Source: an optimization exercise on an open RTL-to-GDS flow (aim: a short achievable clock period and few clock cycles). Production flows keep margins and buffers that such runs may drop.
The flow treats the clock pin as an ideal source, which a real chip does not have.

==> flow/design.v (excerpt) <==
module MIPS_DLX(
	input         clock,
	input         reset,
	input         enable,
	output [9:0]  imem_addr,
	input  [31:0] imem_data,
	output [9:0]  dmem_addr,
	output [31:0] dmem_wdata,
	output        dmem_we,
	input  [31:0] dmem_rdata
);
Size: about 14000 cells after synthesis, ~120 I/O pins, roughly 0.16 mm^2 of cells after synthesis.
Settings: LEC_CHECK=0, CAP_MARGIN=20, CORE_MARGIN=2, CORE_UTILIZATION=40, SLEW_MARGIN=20; clock period 10.0 ns.
standard.sh (not shown) runs the stock make flow with config.mk's settings and CLKGATE_MAP_FILE= SYNTH_SCRIPT=/design/flow/synth_recipe.tcl, a recipe that flattens the netlist after the stock synthesis.
==> flow/flow/run.sh <==
#!/bin/bash
# Layout: the standard ORFS flow (standard.sh, which runs the standard
# synthesis unchanged), with these settings changed:
#   - DONT_USE_CELLS: the platform's list plus the delay cells (clkdlybuf*,
#     dlygate*, dlymetal*), so that repair never puts them on data paths;
#   - SETUP_SLACK_MARGIN 5.6: repair_timing keeps working until paths are
#     about 4.4 ns long (the clock stays at the design's 10 ns);
#   - SLEW_MARGIN / CAP_MARGIN 50: repair_design aims further below the
#     library's slew and capacitance limits;
#   - POST_CTS_TCL: post_cts.tcl, one more repair pass at the end of CTS
#     that resizes, swaps pins and clones but adds no buffers.
# ORFS's own logs are under orfs/logs; make's output goes to standard.log.
set -euo pipefail
here="$PWD/flow"
DONT_USE="$(tr '\n' ' ' < "$here/dont_use.txt")"
bash standard.sh "DONT_USE_CELLS=$DONT_USE" SETUP_SLACK_MARGIN=5.6 \
	SLEW_MARGIN=50 CAP_MARGIN=50 POST_CTS_TCL="$here/post_cts.tcl" \
	finish > standard.log 2>&1
Other scripts of this flow, unchanged in this note and not shown: flow/flow/dont_use.txt, flow/flow/post_cts.tcl
==> next run, changes <==
--- a/flow/design.v
+++ b/flow/design.v
@@ -14,15 +14,15 @@
 reg        e_we, e_load, e_store, e_br;
 reg        e_mis_eq, e_mis_ne;            
 reg        e_fold, e_fbeq, e_fpred;       
 reg [9:0]  e_falt;                        
 reg        e_fz;                          
 reg        e_fa2, e_fb2;                  
 reg [31:0] e_a2, e_b2;
-reg [4:0]  e_fidx;
+reg [3:0]  e_fidx;
 reg [1:0]  e_fctr;
 reg        e_pred, e_bne;
 reg [4:0]  e_dst;
 reg [9:0]  e_pc1, e_tgt;                  
 reg        e_fa, e_fb, e_fc;              
 reg [31:0] e_a, e_b, e_c;                 
 reg        e_sub, e_arith, e_and, e_or, e_xor, e_nor, e_slt, e_sltu;
@@ -163,20 +163,21 @@
 wire       dpred  = spred;
 wire       early_ok = is_br & ~same & e_ezk &
                       (((rt == 5'd0) & fwd_a) | ((rs == 5'd0) & fwd_b));
 wire       pred     = early_ok ? (is_beq ? ezero : ~ezero) : dpred;
 wire [9:0] pc1 = pc + 10'd1;
 wire [9:0] pc2 = pc + 10'd2;
 wire [9:0] tgt = pc + ins[9:0];
-reg [31:0]  fb_v, fb_j, fb_beq, fb_zt;
-reg [159:0] fb_tag, fb_r, fb_rs, fb_rt;
-reg [319:0] fb_tgt;
-reg [63:0]  fb_ctr;
-wire [4:0] fb_i    = pc[4:0];
-wire       fb_hit  = fb_v[fb_i] & (fb_tag[fb_i*5 +: 5] == pc[9:5]);
+reg [15:0]  fb_v, fb_j, fb_beq, fb_zt;
+reg [95:0]  fb_tag;
+reg [79:0]  fb_r, fb_rs, fb_rt;
+reg [159:0] fb_tgt;
+reg [31:0]  fb_ctr;
+wire [3:0] fb_i    = pc[3:0];
+wire       fb_hit  = fb_v[fb_i] & (fb_tag[fb_i*6 +: 6] == pc[9:4]);
 wire       fb_isj  = fb_j[fb_i];
 wire       fb_eq   = fb_beq[fb_i];
 wire [4:0] fb_reg  = fb_r[fb_i*5 +: 5];
 wire [4:0] fb_rsi  = fb_rs[fb_i*5 +: 5];
 wire [4:0] fb_rti  = fb_rt[fb_i*5 +: 5];
 wire       fb_z    = fb_zt[fb_i];
 wire [9:0] fb_dst  = fb_tgt[fb_i*10 +: 10];
@@ -192,16 +193,23 @@
 wire        g_fa   = e_we & (e_dst == fb_rsi);
 wire        g_fb   = e_we & (e_dst == fb_rti);
 wire       x_dec1  = is_addi & (ins[15:0] == 16'hFFFF);
 wire       x_bit0  = is_andi & (ins[15:0] == 16'h0001);
 wire       m_wrs   = m_we & (m_dst == rs);
 wire       rs_one  = (rs != 5'd0) & (m_wrs ? (m_res == 32'd1) : f_one[rs]);
 wire       rs_b0   = (rs != 5'd0) & (m_wrs ? m_res[0] : f_b0[rs]);
-wire       x_known = (x_dec1 | x_bit0) & ~fwd_a;
-wire       x_zero  = x_dec1 ? rs_one : ~rs_b0;
+wire       x_slt   = f_slt | is_slti | f_sltu;
+wire       m_wrt   = m_we & (m_dst == rt);
+wire       sa_ok   = (rs == 5'd0) | (fwd_a ? e_load : m_wrs);
+wire       sb_ok   = is_slti | (rt == 5'd0) | (fwd_b ? e_load : m_wrt);
+wire [31:0] sa     = (rs == 5'd0) ? 32'd0 : fwd_a ? R : m_res;
+wire [31:0] sb     = is_slti ? imm : (rt == 5'd0) ? 32'd0 : fwd_b ? R : m_res;
+wire       s_lt    = f_sltu ? (sa < sb) : ($signed(sa) < $signed(sb));
+wire       x_known = ((x_dec1 | x_bit0) & ~fwd_a) | (x_slt & sa_ok & sb_ok);
+wire       x_zero  = x_slt ? ~s_lt : x_dec1 ? rs_one : ~rs_b0;
 wire       fb_pred = (fold_z & x_known) ? (fb_eq ? x_zero : ~x_zero) : fb_c[1];
 wire       fpred   = fold_j | (fold_b & fb_pred);
 wire [9:0] f_next = stall ? pc :
                     (fold_j | fold_b) ? (fpred ? fb_dst : pc2) :
                     (is_br & pred) ? tgt : (is_j ? ins[9:0] : pc1);
 assign imem_addr = pc;
 always @(posedge clock) begin
@@ -315,21 +323,21 @@
 		a_zt  <= al_zt;
 		a_rs  <= rs;
 		a_rt  <= rt;
 		a_tgt <= is_j ? ins[9:0] : tgt;
 	end
 end
 wire [9:0] pm1     = a_pc - 10'd1;
-wire [4:0] al_i    = pm1[4:0];
-wire       al_have = fb_v[al_i] & (fb_tag[al_i*5 +: 5] == pm1[9:5]);
+wire [3:0] al_i    = pm1[3:0];
+wire       al_have = fb_v[al_i] & (fb_tag[al_i*6 +: 6] == pm1[9:4]);
 wire       al      = a_v & ~al_have;
 wire [1:0] fctr_t  = (e_fctr == 2'b11) ? 2'b11 : e_fctr + 2'b01;
 wire [1:0] fctr_n  = (e_fctr == 2'b00) ? 2'b00 : e_fctr - 2'b01;
 reg        fu_v;
-reg [4:0]  fu_i;
+reg [3:0]  fu_i;
 reg [1:0]  fu_ctr;
 always @(posedge clock) begin
 	if (reset)
 		fu_v <= 1'b0;
 	else if (enable)
 		fu_v <= e_fold;
 end
@@ -337,22 +345,22 @@
 	if (enable) begin
 		fu_i   <= e_fidx;
 		fu_ctr <= ftaken ? fctr_t : fctr_n;
 	end
 end
 always @(posedge clock) begin
 	if (reset) begin
-		fb_v <= 32'd0;
+		fb_v <= 16'd0;
 	end else if (enable && al) begin
 		fb_v[al_i] <= 1'b1;
 	end
 end
 always @(posedge clock) begin
 	if (enable && al) begin
-		fb_tag[al_i*5 +: 5]   <= pm1[9:5];
+		fb_tag[al_i*6 +: 6]   <= pm1[9:4];
 		fb_j[al_i]            <= a_j;
 		fb_beq[al_i]          <= a_beq;
 		fb_r[al_i*5 +: 5]     <= a_r;
 		fb_zt[al_i]           <= a_zt;
 		fb_rs[al_i*5 +: 5]    <= a_rs;
 		fb_rt[al_i*5 +: 5]    <= a_rt;
 		fb_tgt[al_i*10 +: 10] <= a_tgt;
After rerunning: Worst setup slack degrades by 0.80 ns. Die area falls by about a fifth. Routed wire length came out lower by roughly a tenth. Via count falls by roughly a tenth. Core utilization rose by 1.0 points.
Function was not checked in any run of this note: the RTL went through the layout flow alone.

-- afterwards: timing with drivers on the ports --
No port has a modelled driver above. Below, the same layouts with a new extraction and two added sets of constraints.
Step 1, drivers: a clkbuf_16 drives clock and a buf_2 each remaining input, both assumed.
Step 2, shift: input delay + t, output delay - t, t = (earliest + latest rising clock arrival at the registers) / 2. This alone moves slack from input paths to output paths.
a / b / c = no drivers / after step 1 / after step 2; a / b = the first two.
| run | t (ns) | setup WS [ns] | hold WS [ns] | slew at the worst register clock pin (ns) | worst data-port slew with drivers (ns) |
|---|---|---|---|---|---|
| the first run | 1.043 | 5.122 / 5.038 / 3.995 | 0.460 / 0.460 / 0.460 | 0.09 / 0.09 | 0.43 |
| the second run | 1.069 | 4.327 / 4.242 / 3.173 | 0.498 / 0.498 / 0.498 | 0.07 / 0.07 | 0.31 |
After both steps setup and hold are still met in every run listed. For the second run, which loses most, drivers alone change the setup slack by -0.085 ns; drivers and shift together by -1.154 ns.
